From an optimization exercise on the open Yosys and OpenROAD flow, aimed at small area, a short achievable clock period and few clock cycles; shortcuts taken in it are not production practice.
No functional check of the RTL was part of any run shown here.

==> flow/design.v (outline; a module is shown in full before it is edited, if it fits) <==
// module csi_fa: 7 lines
// module csi_ha: 7 lines
// module csi_top: 896 lines
module csi_top (
	input  logic        clk,
	input  logic        rst_n,
	input  logic        start,
	output logic [17:0] sram_addr,
	output logic [15:0] sram_wdata,
	output logic        sram_we_n,
	input  logic [15:0] sram_rdata,
	output logic        done
);
  // ...
==> flow/flow/run.sh <==
#!/bin/bash
# Standard ORFS layout with buf_2 port buffers, clock tree options below, and
# timing repair aimed at a 4.3 ns path delay. The constraints stay the design's.
set -euo pipefail
bash standard.sh "BUFFER_PORTS_ARGS=-buffer_cell sky130_fd_sc_hd__buf_2" SETUP_SLACK_MARGIN=12.7 \
  "CTS_ARGS=-sink_clustering_enable -repair_clock_nets -sink_clustering_size 30 -sink_clustering_max_diameter 100 -dont_use_dummy_load -sink_clustering_levels 1" \
  finish > flow.log 2>&1
==> flow/standard.sh <==
#!/bin/bash
# synth_recipe.tcl (not shown) runs the flow's synth.tcl, then flattens the netlist and writes it again
# the make line also repeats each setting of config.mk as NAME=value (left out here)
make -C /OpenROAD-flow-scripts/flow DESIGN_CONFIG=/design/flow/config.mk WORK_HOME=/design/flow/orfs CLKGATE_MAP_FILE= SYNTH_SCRIPT=/design/flow/synth_recipe.tcl "${@:-finish}"
==> flow/config.mk <==
export PLATFORM = sky130hd
export DESIGN_NAME = csi_top
export DESIGN_NICKNAME = csi_top
export VERILOG_FILES = /design/flow/design.v
export SDC_FILE = /design/flow/constraint.sdc
export NUM_CORES = 4
export LEC_CHECK = 0
export CAP_MARGIN = 20
export CORE_MARGIN = 2
export CORE_UTILIZATION = 65
export CTS_CLUSTER_DIAMETER = 100
export CTS_CLUSTER_SIZE = 30
export PLACE_DENSITY = 0.75
export SLEW_MARGIN = 20
export SYNTH_HIERARCHICAL = 1
export SYNTH_MINIMUM_KEEP_SIZE = 0
==> flow/constraint.sdc <==
create_clock -name core_clock -period 17.0 [get_ports {clk}]
set_input_delay 3.4000 -clock core_clock [delete_from_list [all_inputs] [get_ports {clk}]]
set_output_delay 3.4000 -clock core_clock [all_outputs]
set_load 0.01 [all_outputs]
==> impl_results.md, run 1 <==
* Post-Synth Adder-Cell Area at 35.25%
* Starting Density at 66.09%
* Area occupied by multi-input gates at between 0.01 and 0.015 mm2
* Comb_multi_in at 1048
* Synth-to-Final Area Change at 6.523%
* Worst setup path end: sram_we_n
* Slowest-stage cell, CP: dfrtp_1
* CP Class: register to output port
* Highest routed layer: met4
* Storage element area at 0.007765 mm2
* Clk sinks at 322
* Core Area at 0.02972 mm2
* Prevailing post-synth register cell: dfxtp_1
* Die span in y at about 180 um
* Count of non-filler cells in the finished layout at between 1500 and 2000
* DP Cell Count at approximately 1900
* Final min period at 4.464 ns
* Most frequent cells in the layout: 248 x fa_1, 175 x dfxtp_1, 153 x ha_1
* Crit path buffers/inverters at 2
* Clock Latency Late Sink at 0.53 ns
* Hold Slack at 0.3930 ns
* Worst-margin pin slew at 0.9229 ns
* Pre-antenna DRT Iters at 5
* Final Worst Setup Slack at 12.54 ns
* Post-synthesis sequential area ratio at 39.42%
* Non-clk bufs at between 70 and 80
* Via-per-instance ratio at between 6 and 7
* Final Cycle Share at 26.26%
* Run status: no timing/DRC/antenna violations
* Max FFs per register at 88
* Clk_buf instances at 15
* GP Congestion at 0.9502
* ANT nets after route at 0
* Top cells by count, synth: 249 x fa_1, 191 x dfxtp_1, 155 x ha_1, 128 x edfxtp_1, 108 x inv_1
* #FFs+latches synth at 322
* Tightest Hold Check Type: register to register
* Synth top area share at 25.38%
==> run 2, diff against run 1 <==
--- a/flow/design.v
+++ b/flow/design.v
@@ -150,32 +150,33 @@
 assign col_inc[5] = col_inc_s5;
 wire col_inc_s6, col_inc_c6;
 csi_ha u_col_inc_6 (.a(col[6]), .b(col_inc_c5), .s(col_inc_s6), .co(col_inc_c6));
 assign col_inc[6] = col_inc_s6;
 wire col_inc_s7, col_inc_c7;
 csi_ha u_col_inc_7 (.a(col[7]), .b(col_inc_c6), .s(col_inc_s7), .co(col_inc_c7));
 assign col_inc[7] = col_inc_s7;
 wire wact = (|c[15:3]) | (c[2] & (c[1] | c[0]));    
-logic [7:0]  ul, vh, vl;
+logic [7:0]  q0, q1;      
 logic [7:0]  L [0:10];
-wire [7:0] ins  = ph[0] ? (c[0] ? ul : sram_rdata[15:8]) : (c[0] ? vh : vl);
+wire [7:0] ins  = (ph[0] & ~c[0]) ? sram_rdata[15:8] : q0;
 logic      head, t157, t158, t159;    
 wire       hmod = (ph[0] & head) | (ph[4] & t159);    
 logic tn2, tn3;
 wire [7:0] tp1 = ({8{~t159}} & L[4]) | ({8{t159}} & L[6]);
 wire [7:0] tp2 = ({8{tn2}} & L[2]) | ({8{t158}} & L[4]) | ({8{t159}} & L[6]);
 wire [7:0] tp3 = ({8{tn3}} & L[0]) | ({8{t157}} & L[2]) | ({8{t158}} & L[4]) | ({8{t159}} & L[6]);
 logic [8:0] ia, ib, ic;
 wire [7:0] tm1 = L[8];
 wire [7:0] tm2 = L[10];
 wire [7:0] tp0 = L[6];
 wire [8:0] sa;
 wire sa_s0, sa_c0;
-csi_ha u_sa_0 (.a(tp0[0]), .b(tp1[0]), .s(sa_s0), .co(sa_c0));
+assign sa_s0 = ~(tp0[0] ^ tp1[0]);
+assign sa_c0 = tp0[0] | tp1[0];
 wire sa_s1, sa_c1;
 csi_fa u_sa_1 (.a(tp0[1]), .b(tp1[1]), .c(sa_c0), .s(sa_s1), .co(sa_c1));
 wire sa_s2, sa_c2;
 csi_fa u_sa_2 (.a(tp0[2]), .b(tp1[2]), .c(sa_c1), .s(sa_s2), .co(sa_c2));
 wire sa_s3, sa_c3;
 csi_fa u_sa_3 (.a(tp0[3]), .b(tp1[3]), .c(sa_c2), .s(sa_s3), .co(sa_c3));
 wire sa_s4, sa_c4;
 csi_fa u_sa_4 (.a(tp0[4]), .b(tp1[4]), .c(sa_c3), .s(sa_s4), .co(sa_c4));
@@ -218,158 +219,153 @@
 wire sc_s5, sc_c5;
 csi_fa u_sc_5 (.a(tm2[5]), .b(tp3[5]), .c(sc_c4), .s(sc_s5), .co(sc_c5));
 wire sc_s6, sc_c6;
 csi_fa u_sc_6 (.a(tm2[6]), .b(tp3[6]), .c(sc_c5), .s(sc_s6), .co(sc_c6));
 wire sc_s7, sc_c7;
 csi_fa u_sc_7 (.a(tm2[7]), .b(tp3[7]), .c(sc_c6), .s(sc_s7), .co(sc_c7));
 assign sc = {sc_c7, sc_s7, sc_s6, sc_s5, sc_s4, sc_s3, sc_s2, sc_s1, sc_s0};
 wire  [16:0] it_s, it_c;
-wire it_n1 = ~ia[0];
-wire it_n2, it_n3;
-csi_ha u_it_n2 (.a(ia[1]), .b(ia[3]), .s(it_n2), .co(it_n3));
-wire it_n4, it_n5;
-csi_ha u_it_n4 (.a(ia[0]), .b(~ia[5]), .s(it_n4), .co(it_n5));
-wire it_n6 = ~(ia[1] ^ ~ia[6]);
-wire it_n7 = ia[1] | ~ia[6];
-wire it_n8, it_n9;
-csi_fa u_it_n8 (.a(~ib[0]), .b(ib[3]), .c(ib[4]), .s(it_n8), .co(it_n9));
-wire it_n10, it_n11;
-csi_fa u_it_n10 (.a(ia[2]), .b(~ia[7]), .c(~ib[1]), .s(it_n10), .co(it_n11));
-wire it_n12, it_n13;
-csi_fa u_it_n12 (.a(ib[4]), .b(ib[5]), .c(ic[3]), .s(it_n12), .co(it_n13));
-wire it_n14, it_n15;
-csi_ha u_it_n14 (.a(ic[5]), .b(ic[7]), .s(it_n14), .co(it_n15));
-wire it_n16, it_n17;
-csi_fa u_it_n16 (.a(~ia[8]), .b(~ib[2]), .c(ib[5]), .s(it_n16), .co(it_n17));
-wire it_n18, it_n19;
-csi_fa u_it_n18 (.a(ib[6]), .b(ic[4]), .c(ic[6]), .s(it_n18), .co(it_n19));
-wire it_n20, it_n21;
-csi_fa u_it_n20 (.a(ic[8]), .b(ia[0]), .c(it_n2), .s(it_n20), .co(it_n21));
-wire it_n22 = ~(ia[2] ^ ia[4]);
-wire it_n23 = ia[2] | ia[4];
-wire it_n24, it_n25;
-csi_fa u_it_n24 (.a(~ib[3]), .b(ib[6]), .c(ib[7]), .s(it_n24), .co(it_n25));
-wire it_n26, it_n27;
-csi_fa u_it_n26 (.a(ic[5]), .b(ic[7]), .c(it_n3), .s(it_n26), .co(it_n27));
-wire it_n28 = ~(ia[3] ^ ia[5]);
-wire it_n29 = ia[3] | ia[5];
-wire it_n30, it_n31;
-csi_fa u_it_n30 (.a(~ib[4]), .b(ib[7]), .c(ib[8]), .s(it_n30), .co(it_n31));
-wire it_n32, it_n33;
-csi_ha u_it_n32 (.a(ic[6]), .b(ic[8]), .s(it_n32), .co(it_n33));
-wire it_n34 = ~(ia[4] ^ ia[6]);
-wire it_n35 = ia[4] | ia[6];
+wire it_n1 = ~(ia[0] ^ ~ia[5]);
+wire it_n2 = ia[0] | ~ia[5];
+wire it_n3, it_n4;
+csi_fa u_it_n3 (.a(ia[1]), .b(~ia[6]), .c(~ib[0]), .s(it_n3), .co(it_n4));
+wire it_n5, it_n6;
+csi_ha u_it_n5 (.a(ib[3]), .b(ib[4]), .s(it_n5), .co(it_n6));
+wire it_n7, it_n8;
+csi_fa u_it_n7 (.a(ia[0]), .b(ia[2]), .c(~ia[7]), .s(it_n7), .co(it_n8));
+wire it_n9, it_n10;
+csi_fa u_it_n9 (.a(~ib[1]), .b(ib[4]), .c(ib[5]), .s(it_n9), .co(it_n10));
+wire it_n11, it_n12;
+csi_ha u_it_n11 (.a(ic[3]), .b(ic[5]), .s(it_n11), .co(it_n12));
+wire it_n13, it_n14;
+csi_fa u_it_n13 (.a(ia[1]), .b(ia[3]), .c(~ia[8]), .s(it_n13), .co(it_n14));
+wire it_n15, it_n16;
+csi_fa u_it_n15 (.a(~ib[2]), .b(ib[5]), .c(ib[6]), .s(it_n15), .co(it_n16));
+wire it_n17, it_n18;
+csi_fa u_it_n17 (.a(ic[4]), .b(ic[6]), .c(ic[8]), .s(it_n17), .co(it_n18));
+wire it_n19 = ~(ia[2] ^ ia[4]);
+wire it_n20 = ia[2] | ia[4];
+wire it_n21, it_n22;
+csi_fa u_it_n21 (.a(~ib[3]), .b(ib[6]), .c(ib[7]), .s(it_n21), .co(it_n22));
+wire it_n23, it_n24;
+csi_ha u_it_n23 (.a(ic[5]), .b(ic[7]), .s(it_n23), .co(it_n24));
+wire it_n25 = ~(ia[3] ^ ia[5]);
+wire it_n26 = ia[3] | ia[5];
+wire it_n27, it_n28;
+csi_fa u_it_n27 (.a(~ib[4]), .b(ib[7]), .c(ib[8]), .s(it_n27), .co(it_n28));
+wire it_n29, it_n30;
+csi_ha u_it_n29 (.a(ic[6]), .b(ic[8]), .s(it_n29), .co(it_n30));
+wire it_n31 = ~(ia[4] ^ ia[6]);
+wire it_n32 = ia[4] | ia[6];
+wire it_n33, it_n34;
+csi_ha u_it_n33 (.a(~ib[5]), .b(ib[8]), .s(it_n33), .co(it_n34));
+wire it_n35 = ~ia[5];
 wire it_n36, it_n37;
-csi_ha u_it_n36 (.a(~ib[5]), .b(ib[8]), .s(it_n36), .co(it_n37));
-wire it_n38 = ~ia[5];
-wire it_n39, it_n40;
-csi_ha u_it_n39 (.a(~ia[3]), .b(ib[0]), .s(it_n39), .co(it_n40));
-wire it_n41, it_n42;
-csi_fa u_it_n41 (.a(~ia[4]), .b(ib[1]), .c(ib[2]), .s(it_n41), .co(it_n42));
-wire it_n43, it_n44;
-csi_ha u_it_n43 (.a(ic[0]), .b(ic[2]), .s(it_n43), .co(it_n44));
-wire it_n45, it_n46;
-csi_fa u_it_n45 (.a(ib[2]), .b(ib[3]), .c(ic[1]), .s(it_n45), .co(it_n46));
-wire it_n47, it_n48;
-csi_fa u_it_n47 (.a(ic[3]), .b(ic[5]), .c(it_n4), .s(it_n47), .co(it_n48));
-wire it_n49, it_n50;
-csi_fa u_it_n49 (.a(ic[2]), .b(ic[4]), .c(ic[6]), .s(it_n49), .co(it_n50));
-wire it_n51, it_n52;
-csi_fa u_it_n51 (.a(it_n6), .b(it_n5), .c(it_n8), .s(it_n51), .co(it_n52));
-wire it_n53, it_n54;
-csi_fa u_it_n53 (.a(it_n1), .b(it_n10), .c(it_n12), .s(it_n53), .co(it_n54));
-wire it_n55, it_n56;
-csi_fa u_it_n55 (.a(it_n7), .b(it_n14), .c(it_n9), .s(it_n55), .co(it_n56));
-wire it_n57, it_n58;
-csi_fa u_it_n57 (.a(it_n16), .b(it_n18), .c(it_n20), .s(it_n57), .co(it_n58));
-wire it_n59, it_n60;
-csi_fa u_it_n59 (.a(it_n15), .b(it_n11), .c(it_n13), .s(it_n59), .co(it_n60));
-wire it_n61, it_n62;
-csi_fa u_it_n61 (.a(it_n22), .b(it_n24), .c(it_n26), .s(it_n61), .co(it_n62));
-wire it_n63, it_n64;
-csi_fa u_it_n63 (.a(it_n17), .b(it_n19), .c(it_n21), .s(it_n63), .co(it_n64));
-wire it_n65, it_n66;
-csi_fa u_it_n65 (.a(it_n28), .b(it_n32), .c(it_n30), .s(it_n65), .co(it_n66));
-wire it_n67, it_n68;
-csi_fa u_it_n67 (.a(it_n23), .b(it_n25), .c(it_n27), .s(it_n67), .co(it_n68));
-wire it_n69, it_n70;
-csi_fa u_it_n69 (.a(ic[7]), .b(it_n34), .c(it_n36), .s(it_n69), .co(it_n70));
-wire it_n71, it_n72;
-csi_fa u_it_n71 (.a(it_n29), .b(it_n33), .c(it_n31), .s(it_n71), .co(it_n72));
-wire it_n73, it_n74;
-csi_fa u_it_n73 (.a(ia[7]), .b(~ib[6]), .c(ic[8]), .s(it_n73), .co(it_n74));
-wire it_n75, it_n76;
-csi_fa u_it_n75 (.a(it_n38), .b(it_n35), .c(it_n37), .s(it_n75), .co(it_n76));
-wire it_n77 = ~(ia[6] ^ ia[8]);
-wire it_n78 = ia[6] | ia[8];
+csi_ha u_it_n36 (.a(~ia[3]), .b(ib[0]), .s(it_n36), .co(it_n37));
+wire it_n38, it_n39;
+csi_fa u_it_n38 (.a(~ia[4]), .b(ib[1]), .c(ib[2]), .s(it_n38), .co(it_n39));
+wire it_n40, it_n41;
+csi_ha u_it_n40 (.a(ic[0]), .b(ic[2]), .s(it_n40), .co(it_n41));
+wire it_n42, it_n43;
+csi_fa u_it_n42 (.a(ib[2]), .b(ib[3]), .c(ic[1]), .s(it_n42), .co(it_n43));
+wire it_n44, it_n45;
+csi_fa u_it_n44 (.a(ic[3]), .b(ic[5]), .c(it_n1), .s(it_n44), .co(it_n45));
+wire it_n46, it_n47;
+csi_fa u_it_n46 (.a(ic[2]), .b(ic[4]), .c(ic[6]), .s(it_n46), .co(it_n47));
+wire it_n48, it_n49;
+csi_fa u_it_n48 (.a(it_n2), .b(it_n5), .c(it_n3), .s(it_n48), .co(it_n49));
+wire it_n50, it_n51;
+csi_fa u_it_n50 (.a(ic[7]), .b(it_n7), .c(it_n9), .s(it_n50), .co(it_n51));
+wire it_n52, it_n53;
+csi_fa u_it_n52 (.a(it_n6), .b(it_n11), .c(it_n4), .s(it_n52), .co(it_n53));
+wire it_n54, it_n55;
+csi_fa u_it_n54 (.a(it_n13), .b(it_n15), .c(it_n17), .s(it_n54), .co(it_n55));
+wire it_n56, it_n57;
+csi_fa u_it_n56 (.a(it_n12), .b(it_n8), .c(it_n10), .s(it_n56), .co(it_n57));
+wire it_n58, it_n59;
+csi_fa u_it_n58 (.a(it_n19), .b(it_n23), .c(it_n21), .s(it_n58), .co(it_n59));
+wire it_n60, it_n61;
+csi_fa u_it_n60 (.a(it_n14), .b(it_n16), .c(it_n18), .s(it_n60), .co(it_n61));
+wire it_n62, it_n63;
+csi_fa u_it_n62 (.a(it_n25), .b(it_n29), .c(it_n27), .s(it_n62), .co(it_n63));
+wire it_n64, it_n65;
+csi_fa u_it_n64 (.a(it_n20), .b(it_n24), .c(it_n22), .s(it_n64), .co(it_n65));
+wire it_n66, it_n67;
+csi_fa u_it_n66 (.a(ic[7]), .b(it_n31), .c(it_n33), .s(it_n66), .co(it_n67));
+wire it_n68, it_n69;
+csi_fa u_it_n68 (.a(it_n26), .b(it_n30), .c(it_n28), .s(it_n68), .co(it_n69));
+wire it_n70, it_n71;
+csi_fa u_it_n70 (.a(ia[7]), .b(~ib[6]), .c(ic[8]), .s(it_n70), .co(it_n71));
+wire it_n72, it_n73;
+csi_fa u_it_n72 (.a(it_n35), .b(it_n32), .c(it_n34), .s(it_n72), .co(it_n73));
+wire it_n74 = ~(ia[6] ^ ia[8]);
+wire it_n75 = ia[6] | ia[8];
+wire it_n76, it_n77;
+csi_ha u_it_n76 (.a(~ib[7]), .b(ia[5]), .s(it_n76), .co(it_n77));
+wire it_n78 = ~ia[7];
 wire it_n79, it_n80;
-csi_ha u_it_n79 (.a(~ib[7]), .b(ia[5]), .s(it_n79), .co(it_n80));
-wire it_n81 = ~ia[7];
-wire it_n82, it_n83;
-csi_ha u_it_n82 (.a(~ia[2]), .b(ib[0]), .s(it_n82), .co(it_n83));
-wire it_n84, it_n85;
-csi_fa u_it_n84 (.a(ib[1]), .b(ic[1]), .c(ic[3]), .s(it_n84), .co(it_n85));
-wire it_n86, it_n87;
-csi_fa u_it_n86 (.a(ic[4]), .b(it_n43), .c(it_n41), .s(it_n86), .co(it_n87));
-wire it_n88, it_n89;
-csi_fa u_it_n88 (.a(it_n42), .b(it_n45), .c(it_n47), .s(it_n88), .co(it_n89));
-wire it_n90, it_n91;
-csi_fa u_it_n90 (.a(it_n46), .b(it_n49), .c(it_n51), .s(it_n90), .co(it_n91));
-wire it_n92, it_n93;
-csi_fa u_it_n92 (.a(it_n50), .b(it_n55), .c(it_n53), .s(it_n92), .co(it_n93));
-wire it_n94, it_n95;
-csi_fa u_it_n94 (.a(it_n59), .b(it_n54), .c(it_n57), .s(it_n94), .co(it_n95));
-wire it_n96, it_n97;
-csi_fa u_it_n96 (.a(it_n61), .b(it_n63), .c(it_n58), .s(it_n96), .co(it_n97));
-wire it_n98, it_n99;
-csi_fa u_it_n98 (.a(it_n65), .b(it_n62), .c(it_n67), .s(it_n98), .co(it_n99));
-wire it_n100, it_n101;
-csi_fa u_it_n100 (.a(it_n69), .b(it_n71), .c(it_n66), .s(it_n100), .co(it_n101));
-wire it_n102, it_n103;
-csi_fa u_it_n102 (.a(it_n73), .b(it_n70), .c(it_n75), .s(it_n102), .co(it_n103));
-wire it_n104, it_n105;
-csi_fa u_it_n104 (.a(it_n77), .b(it_n79), .c(it_n74), .s(it_n104), .co(it_n105));
-wire it_n106, it_n107;
-csi_fa u_it_n106 (.a(~ib[8]), .b(it_n81), .c(it_n78), .s(it_n106), .co(it_n107));
-wire it_n108 = ~ia[8];
-wire it_n109 = ~~ia[0];
-wire it_n110, it_n111;
-csi_ha u_it_n110 (.a(~ia[1]), .b(ic[1]), .s(it_n110), .co(it_n111));
-wire it_n112, it_n113;
-csi_fa u_it_n112 (.a(ic[0]), .b(ic[2]), .c(it_n82), .s(it_n112), .co(it_n113));
-wire it_n114, it_n115;
-csi_fa u_it_n114 (.a(it_n83), .b(it_n39), .c(it_n84), .s(it_n114), .co(it_n115));
-wire it_n116, it_n117;
-csi_fa u_it_n116 (.a(it_n40), .b(it_n85), .c(it_n86), .s(it_n116), .co(it_n117));
-wire it_n118, it_n119;
-csi_fa u_it_n118 (.a(it_n44), .b(it_n87), .c(it_n88), .s(it_n118), .co(it_n119));
-wire it_n120, it_n121;
-csi_fa u_it_n120 (.a(it_n48), .b(it_n89), .c(it_n90), .s(it_n120), .co(it_n121));
-wire it_n122, it_n123;
-csi_fa u_it_n122 (.a(it_n52), .b(it_n91), .c(it_n92), .s(it_n122), .co(it_n123));
-wire it_n124, it_n125;
-csi_fa u_it_n124 (.a(it_n56), .b(it_n93), .c(it_n94), .s(it_n124), .co(it_n125));
-wire it_n126, it_n127;
-csi_fa u_it_n126 (.a(it_n60), .b(it_n95), .c(it_n96), .s(it_n126), .co(it_n127));
-wire it_n128, it_n129;
-csi_fa u_it_n128 (.a(it_n64), .b(it_n98), .c(it_n97), .s(it_n128), .co(it_n129));
-wire it_n130, it_n131;
-csi_fa u_it_n130 (.a(it_n68), .b(it_n100), .c(it_n99), .s(it_n130), .co(it_n131));
-wire it_n132, it_n133;
-csi_fa u_it_n132 (.a(it_n72), .b(it_n102), .c(it_n101), .s(it_n132), .co(it_n133));
-wire it_n134, it_n135;
-csi_fa u_it_n134 (.a(it_n76), .b(it_n104), .c(it_n103), .s(it_n134), .co(it_n135));
-wire it_n136, it_n137;
-csi_fa u_it_n136 (.a(it_n80), .b(it_n106), .c(it_n105), .s(it_n136), .co(it_n137));
-wire it_n138, it_n139;
-csi_fa u_it_n138 (.a(ia[7]), .b(it_n108), .c(it_n107), .s(it_n138), .co(it_n139));
-wire it_n140 = ~ia[8];
-assign it_s = {it_n140, it_n138, it_n136, it_n134, it_n132, it_n130, it_n128, it_n126, it_n124, it_n122, it_n120, it_n118, it_n116, it_n114, it_n112, it_n110, ic[0]};
-assign it_c = {it_n139, it_n137, it_n135, it_n133, it_n131, it_n129, it_n127, it_n125, it_n123, it_n121, it_n119, it_n117, it_n115, it_n113, it_n111, ~ia[0], it_n109};
+csi_ha u_it_n79 (.a(~ia[2]), .b(ib[0]), .s(it_n79), .co(it_n80));
+wire it_n81, it_n82;
+csi_fa u_it_n81 (.a(ib[1]), .b(ic[1]), .c(ic[3]), .s(it_n81), .co(it_n82));
+wire it_n83, it_n84;
+csi_fa u_it_n83 (.a(ic[4]), .b(it_n40), .c(it_n38), .s(it_n83), .co(it_n84));
+wire it_n85, it_n86;
+csi_fa u_it_n85 (.a(it_n39), .b(it_n42), .c(it_n44), .s(it_n85), .co(it_n86));
+wire it_n87, it_n88;
+csi_fa u_it_n87 (.a(it_n43), .b(it_n46), .c(it_n48), .s(it_n87), .co(it_n88));
+wire it_n89, it_n90;
+csi_fa u_it_n89 (.a(it_n47), .b(it_n52), .c(it_n50), .s(it_n89), .co(it_n90));
+wire it_n91, it_n92;
+csi_fa u_it_n91 (.a(it_n56), .b(it_n51), .c(it_n54), .s(it_n91), .co(it_n92));
+wire it_n93, it_n94;
+csi_fa u_it_n93 (.a(it_n58), .b(it_n60), .c(it_n55), .s(it_n93), .co(it_n94));
+wire it_n95, it_n96;
+csi_fa u_it_n95 (.a(it_n64), .b(it_n59), .c(it_n62), .s(it_n95), .co(it_n96));
+wire it_n97, it_n98;
+csi_fa u_it_n97 (.a(it_n66), .b(it_n68), .c(it_n63), .s(it_n97), .co(it_n98));
+wire it_n99, it_n100;
+csi_fa u_it_n99 (.a(it_n70), .b(it_n67), .c(it_n72), .s(it_n99), .co(it_n100));
+wire it_n101, it_n102;
+csi_fa u_it_n101 (.a(it_n74), .b(it_n76), .c(it_n71), .s(it_n101), .co(it_n102));
+wire it_n103, it_n104;
+csi_fa u_it_n103 (.a(~ib[8]), .b(it_n78), .c(it_n75), .s(it_n103), .co(it_n104));
+wire it_n105 = ~ia[8];
+wire it_n106 = ~~ia[1];
+wire it_n107, it_n108;
+csi_fa u_it_n107 (.a(ic[0]), .b(ic[2]), .c(it_n79), .s(it_n107), .co(it_n108));
+wire it_n109, it_n110;
+csi_fa u_it_n109 (.a(it_n80), .b(it_n36), .c(it_n81), .s(it_n109), .co(it_n110));
+wire it_n111, it_n112;
+csi_fa u_it_n111 (.a(it_n37), .b(it_n82), .c(it_n83), .s(it_n111), .co(it_n112));
+wire it_n113, it_n114;
+csi_fa u_it_n113 (.a(it_n41), .b(it_n84), .c(it_n85), .s(it_n113), .co(it_n114));
+wire it_n115, it_n116;
+csi_fa u_it_n115 (.a(it_n45), .b(it_n86), .c(it_n87), .s(it_n115), .co(it_n116));
+wire it_n117, it_n118;
+csi_fa u_it_n117 (.a(it_n49), .b(it_n88), .c(it_n89), .s(it_n117), .co(it_n118));
+wire it_n119, it_n120;
+csi_fa u_it_n119 (.a(it_n53), .b(it_n90), .c(it_n91), .s(it_n119), .co(it_n120));
+wire it_n121, it_n122;
+csi_fa u_it_n121 (.a(it_n57), .b(it_n92), .c(it_n93), .s(it_n121), .co(it_n122));
+wire it_n123, it_n124;
+csi_fa u_it_n123 (.a(it_n61), .b(it_n95), .c(it_n94), .s(it_n123), .co(it_n124));
+wire it_n125, it_n126;
+csi_fa u_it_n125 (.a(it_n65), .b(it_n96), .c(it_n97), .s(it_n125), .co(it_n126));
+wire it_n127, it_n128;
+csi_fa u_it_n127 (.a(it_n69), .b(it_n99), .c(it_n98), .s(it_n127), .co(it_n128));
+wire it_n129, it_n130;
+csi_fa u_it_n129 (.a(it_n73), .b(it_n101), .c(it_n100), .s(it_n129), .co(it_n130));
+wire it_n131, it_n132;
+csi_fa u_it_n131 (.a(it_n77), .b(it_n103), .c(it_n102), .s(it_n131), .co(it_n132));
+wire it_n133, it_n134;
+csi_fa u_it_n133 (.a(ia[7]), .b(it_n105), .c(it_n104), .s(it_n133), .co(it_n134));
+wire it_n135 = ~ia[8];
+assign it_s = {it_n135, it_n133, it_n131, it_n129, it_n127, it_n125, it_n123, it_n121, it_n119, it_n117, it_n115, it_n113, it_n111, it_n109, it_n107, ic[1], ~ia[0]};
+assign it_c = {it_n134, it_n132, it_n130, it_n128, it_n126, it_n124, it_n122, it_n120, it_n118, it_n116, it_n114, it_n112, it_n110, it_n108, ~ia[1], it_n106, ic[0]};
 wire [16:0] isum = it_s + it_c;
 wire [8:0]  ires = isum[16:8];
 function automatic logic [8:0] ex(input logic [7:0] s);    
 	ex = {s[7], ~s[7], s[6:0]};
 endfunction
 logic [7:0] ycur, ylo;         
 logic [8:0] xcur;              
 logic       selb;              
@@ -875,36 +871,36 @@
 end
 always_ff @(posedge clk) begin
 	if (ph[3]) begin
 		ycur <= sram_rdata[15:8];
 		ylo  <= sram_rdata[7:0];
 	end else if (ph[1]) begin
 		ycur <= ylo;
 	end
-	if (ph[0] & c[0])
-		{vh, vl} <= sram_rdata;
-	if (ph[0] & ~c[0])
-		ul <= sram_rdata[7:0];
+	if ((ph[0] & c[0]) | ph[4])
+		q0 <= ph[0] ? sram_rdata[15:8] : q1;
+	if (ph[0])
+		q1 <= sram_rdata[7:0];
 	if (run & (ph[0] | ph[4])) begin
 		L[0] <= ins;
 		for (int i = 1; i <= 10; i++)
 			L[i] <= L[i-1];
 		if (hmod) begin
 			L[8]  <= L[5];
 			L[10] <= L[5];
 		end
 	end
 end
 always_ff @(posedge clk) begin
 	xcur <= (ph[4] | ph[0]) ? ex(L[5]) : ires;
 	selb <= ph[0] | ph[2];
 	gnu  <= ~(ph[4] ? ex(L[4]) : ires);
 	gnv  <= ~(ph[4] ? ex(L[5]) : xcur);    
-	ia <= sa;
+	ia <= sa;    
 	ib <= sb;
 	ic <= sc;
 	rb_hs <= rbt_s[26:16];
 	rb_hc <= rbt_c[26:16];
 	rb_cy <= rb_lo[16];
 	g_hs  <= gt_s[26:16];
 	g_hc  <= gt_c[26:16];
 	g_cy  <= g_lo[16];
==> run 2 against run 1 <==
Against the previous run: still clean on timing, DRC and antenna; clock skew is 0.017 ns higher; hold slack better by 0.012 ns; synthesized cell count is 0.92% lower; fmax is 0.35% higher; critical endpoint unchanged; highest routed layer is now met5.
==> impl_results.md, run 2 <==
* Synth-to-Final Area Change at 6.400% (was 6.523%)
* DRC Markers at 0 (unchanged)
* Post-CTS Hold Buffers at 0 (unchanged)
* CTS Root Cell: clkbuf_16 (unchanged)
* Hold path depth at 0 (unchanged)
* GP Congestion at 0.9341 (was 0.9502)
* Final Skew at 0.07278 ns (was 0.05535 ns)
* CTS buffer count at 15 (unchanged)
* Post-synth cell types at 70 (was 69)
* Tightest Hold Check Type: register to register (unchanged)
* Avg WL per Cell at 20.55 um (was 20.92 um)
* I/O pin cnt at 55 (unchanged)
* Clock Latency Late Sink at 0.53 ns (about the same)
* Count of non-filler cells in the finished layout at 1934 (was 1955)
* Hold path start: L[3][5] (was L[3][0])
* Final Hold Viols at 0 (unchanged)
* Max Buffers Root-to-Sink at 3 (unchanged)
* R2R Path Start: t159 (was ia[1])
* Total grt overflow at 0 (unchanged)
* Nets at 1972 (was 1990)
* Startpoint Class: register (unchanged)
* First-pass GRT wire length at 64.45 mm (was 66.37 mm)
* Die span in y at 175.5 um (was 177.8 um)
* Die area at 0.03080 mm2 (was 0.03162 mm2)
* WP data arrival at 1.05 ns (was 1.06 ns)
* F_max at 0.2248 GHz (was 0.2240 GHz)
* Core Area at 0.02886 mm2 (was 0.02972 mm2)
* Synth top area share at 25.97% (was 25.38%)
* Clk sinks at 314 (was 322)
* ANT nets after route at 0 (unchanged)
* Post-synth ARST share at 0.9554% (was 0.9317%)
* DPL Wire Length at 31.05 mm (was 32.08 mm)
* Dominant cells by area after synthesis: fa_1 26%, dfxtp_1 20%, edfxtp_1 19% (was fa_1 25%, edfxtp_1 20%, dfxtp_1 19%)
* Row cnt at 62 (was 63)
* DP Cell Count at 1918 (was 1931)
* Finish-stage setup viols at 0 (unchanged)
* Largest net degree at the start of global routing at 89 (was 75)
* Number of max-cap violations at 0 (unchanged)
* Final Cycle Share at 26.17% (was 26.26%)
* Vias in the first global route at 12065 (was 12539)
* EDFF count, synth at 120 (was 128)
* Rel. slew slack at 32.14% (was 38.35%)
* #FFs+latches synth at 314 (was 322)
* Setup TNS at 0 ns (unchanged)
* Max FFs per register at 88 (unchanged)
* Initial antenna violation count at 2 (was 0)
* Final Max Tran Viols at 0 (unchanged)
* Top cell type by total area after synthesis: fa_1 (unchanged)
* CTS tree: built (unchanged)
* Final min period at 4.448 ns (was 4.464 ns)
* Critical Path Source: we (unchanged)
* Yosys warning total at 8 (unchanged)
* R2R depth at 11 (was 12)
* Synth Instances at 1506 (was 1520)
* Most common cell after layout, fill and taps aside: fa_1 (unchanged)
* Port bufs at 54 (unchanged)
* Cell Area, Synth at 0.01912 mm2 (was 0.01964 mm2)
* Post-CTS Setup Inserts at 0 (unchanged)
* Worst endpoint required time at 13.60 ns (about the same)
* GR peak layer: met2 (unchanged)
* Detailed Route WL at 39.74 mm (was 40.89 mm)
* Biggest regs: L (88), sram_addr (18), wc (17) (unchanged)
* Global Route met2 Usage at 43.29% (was 44.12%)
* CP endpoint kind: output port (unchanged)
* R2r endpoint: ic[7] (was xcur[5])
* Most frequent cells in the layout: 248 x fa_1, 171 x dfxtp_1, 153 x ha_1 (was 248 x fa_1, 175 x dfxtp_1, 153 x ha_1)
* Biggest register: L (unchanged)
* Prevailing post-synth register cell: dfxtp_1 (unchanged)
* Iter 0 DRT Violations at 1061 (was 1031)
* Total Routing Usage GR at 27.00% (was 27.37%)
* Layout cells sized above 1 at 10.97% (was 10.61%)
* RSZ-0062 raised after global routing: true (unchanged)
* Via-per-instance ratio at 5.952 (was 6.064)
* H-tree depth at 1 (unchanged)
* Worst setup path end: sram_we_n (unchanged)
* Starting Density at 66.25% (was 66.09%)
* Run status: no timing/DRC/antenna violations (unchanged)
* Syn nets at 1927 (was 1943)
* Post-layout util at 70.49% (was 70.41%)
* CP Max Fanout at 1 (unchanged)
* Total number of vias at 11512 (was 11855)
* Pre-antenna DRT Iters at 5 (unchanged)
* M3 GR Usage at 4.113% (was 4.756%)
* Met1 Use GR at 39.73% (was 39.33%)
* Worst-margin pin slew at 1.013 ns (was 0.9229 ns)
* Most instantiated library cell after synthesis: fa_1 (unchanged)
* Syn Area/Cell at 12.69 um2 (was 12.92 um2)
* R2R Setup Slk at 12.79 ns (was 12.76 ns)
* Die width at 175.5 um (was 177.8 um)
* Worst-path clk slew at 0.11 ns (about the same)
* Post-synthesis sequential area ratio at 39.24% (was 39.42%)
* CP Class: register to output port (unchanged)
* Top cells by count, synth: 248 x fa_1, 191 x dfxtp_1, 154 x ha_1, 120 x edfxtp_1, 109 x inv_1 (was 249 x fa_1, 191 x dfxtp_1, 155 x ha_1, 128 x edfxtp_1, 108 x inv_1)
[run 2: changes by cell type after synthesis, sizes merged, moves of 5 or more]
cell | before | now
nor3 | 11 | 18
nand2 | 79 | 96
o221ai | 13 | 2
mux4 | 8 | 0
a21o | 19 | 14
o31ai | 11 | 3
mux2 | 21 | 40
nand4 | 10 | 5
edfxtp | 128 | 120
nor2b | 27 | 19
a21oi | 46 | 55
[run 2: per-module statistics from Yosys (local to each module, per instance)]
| module | flip-flops and latches | area, um2 | times used | cells inside |
|---|---|---|---|---|
| csi_fa | 0 | 20.02 | 243 | 1 |
| csi_top | 314 | 13420 | 1 | 1196 |
| csi_ha | 0 | 12.51 | 67 | 1 |
[run 2: worst min-delay path by stage]
stage | end | slack (ns)
floorplan | L[2][0] | 0.40
global placement | L[4][6] | 0.40
detailed placement | L[4][1] | 0.41
CTS | L[4][5] | 0.40
global route | L[2][6] | 0.41
finish | L[4][5] | 0.41
[run 2: worst max-delay path: stages, from the launching register on]
cell and delay [ns]:
dfrtp_1 0.38, inv_1 0.05, buf_2 0.12
[run 2: kinds of logic (layout without fill, tap and decap cells)]
| logic type | after synthesis | count (layout) | share of synthesized area [%] |
|---|---|---|---|
| adder cells (fa/ha/maj) | 402 | 402 | 36.05 |
| AO/OA/AOI/OAI | 215 | 215 | 7.533 |
| XOR/XNOR | 34 | 34 | 1.558 |
| multiplexers | 95 | 95 | 5.236 |
| AND/OR/NAND/NOR | 297 | 297 | 7.343 |
| other | 0 | 1 | 0 |
| buffers and inverters | 149 | 192 | 3.043 |
| flip-flops | 314 | 314 | 39.24 |
[run 2: final cells by class]
| class | instances | area (um2) |
|---|---|---|
| Antenna cell | 1 | 2.502 |
| Inverter | 111 | 416.7 |
| Clock buffer | 15 | 375.4 |
| Fill cell | 2107 | 8516 |
| Multi-Input combinational cell | 1043 | 11100 |
| Sequential cell | 314 | 7527 |
| Timing Repair Buffer | 66 | 440.4 |
| Tap cell | 384 | 480.5 |
[run 2: timing repair]
action | in CTS | in global routing
endpoints found under the hold margin | 0 | 0
resized for setup | 3 | 33
setup endpoints to repair | 37 | 47
pin swaps | 0 | 5
[run 2: metrics by stage]
| step | hold slack [ns] | setup WS (ns) | instance area (um2) |
|---|---|---|---|
| finish | 0.4051 | 12.55 | 20340 |
| detailed placement | 0.4057 | 12.70 | 19830 |
| global placement | 0.4018 | 12.77 | 19820 |
| CTS | 0.4020 | 12.53 | 20210 |
| floorplan | 0.4003 | 12.97 | 19120 |
| global route | 0.4096 | 12.50 | 20340 |
[run 2: metal layers]
| layer | share of wire, % | vias up |
|---|---|---|
| li1 | - | 5277 |
| met1 | 45 | 5818 |
| met2 | 47 | 360 |
| met3 | 6.0 | 55 |
| met4 | 1.8 | 2 |
| met5 | 0.033 | - |

==> separate check: timing with driven ports <==
The results above use ideal ports. As a check the final layouts listed here were re-extracted and re-timed, cells and wires unchanged.
Step 1 sets driving cells, clkbuf_16 on the clock port and buf_2 on the other inputs (assumed; they add their load-dependent delay and slew).
Step 2 times the ports against the registers' clock, not the clock port: input delays grow and output delays shrink by t, the midpoint of the rising clock arrivals with the driver on.
Three values: ideal, step 1, step 2; two values: the first two.
run	t (ns)	setup WS [ns]	latest minus earliest clock arrival (ns)	worst slew at a driven data input, ns	pins driven straight from the clock port
run 1	0.553	12.536 / 12.484 / 12.756	0.056 / 0.056	0.04	1
run 2	0.542	12.552 / 12.501 / 12.793	0.075 / 0.074	0.03	1
After both steps setup and hold are still met in every run listed.
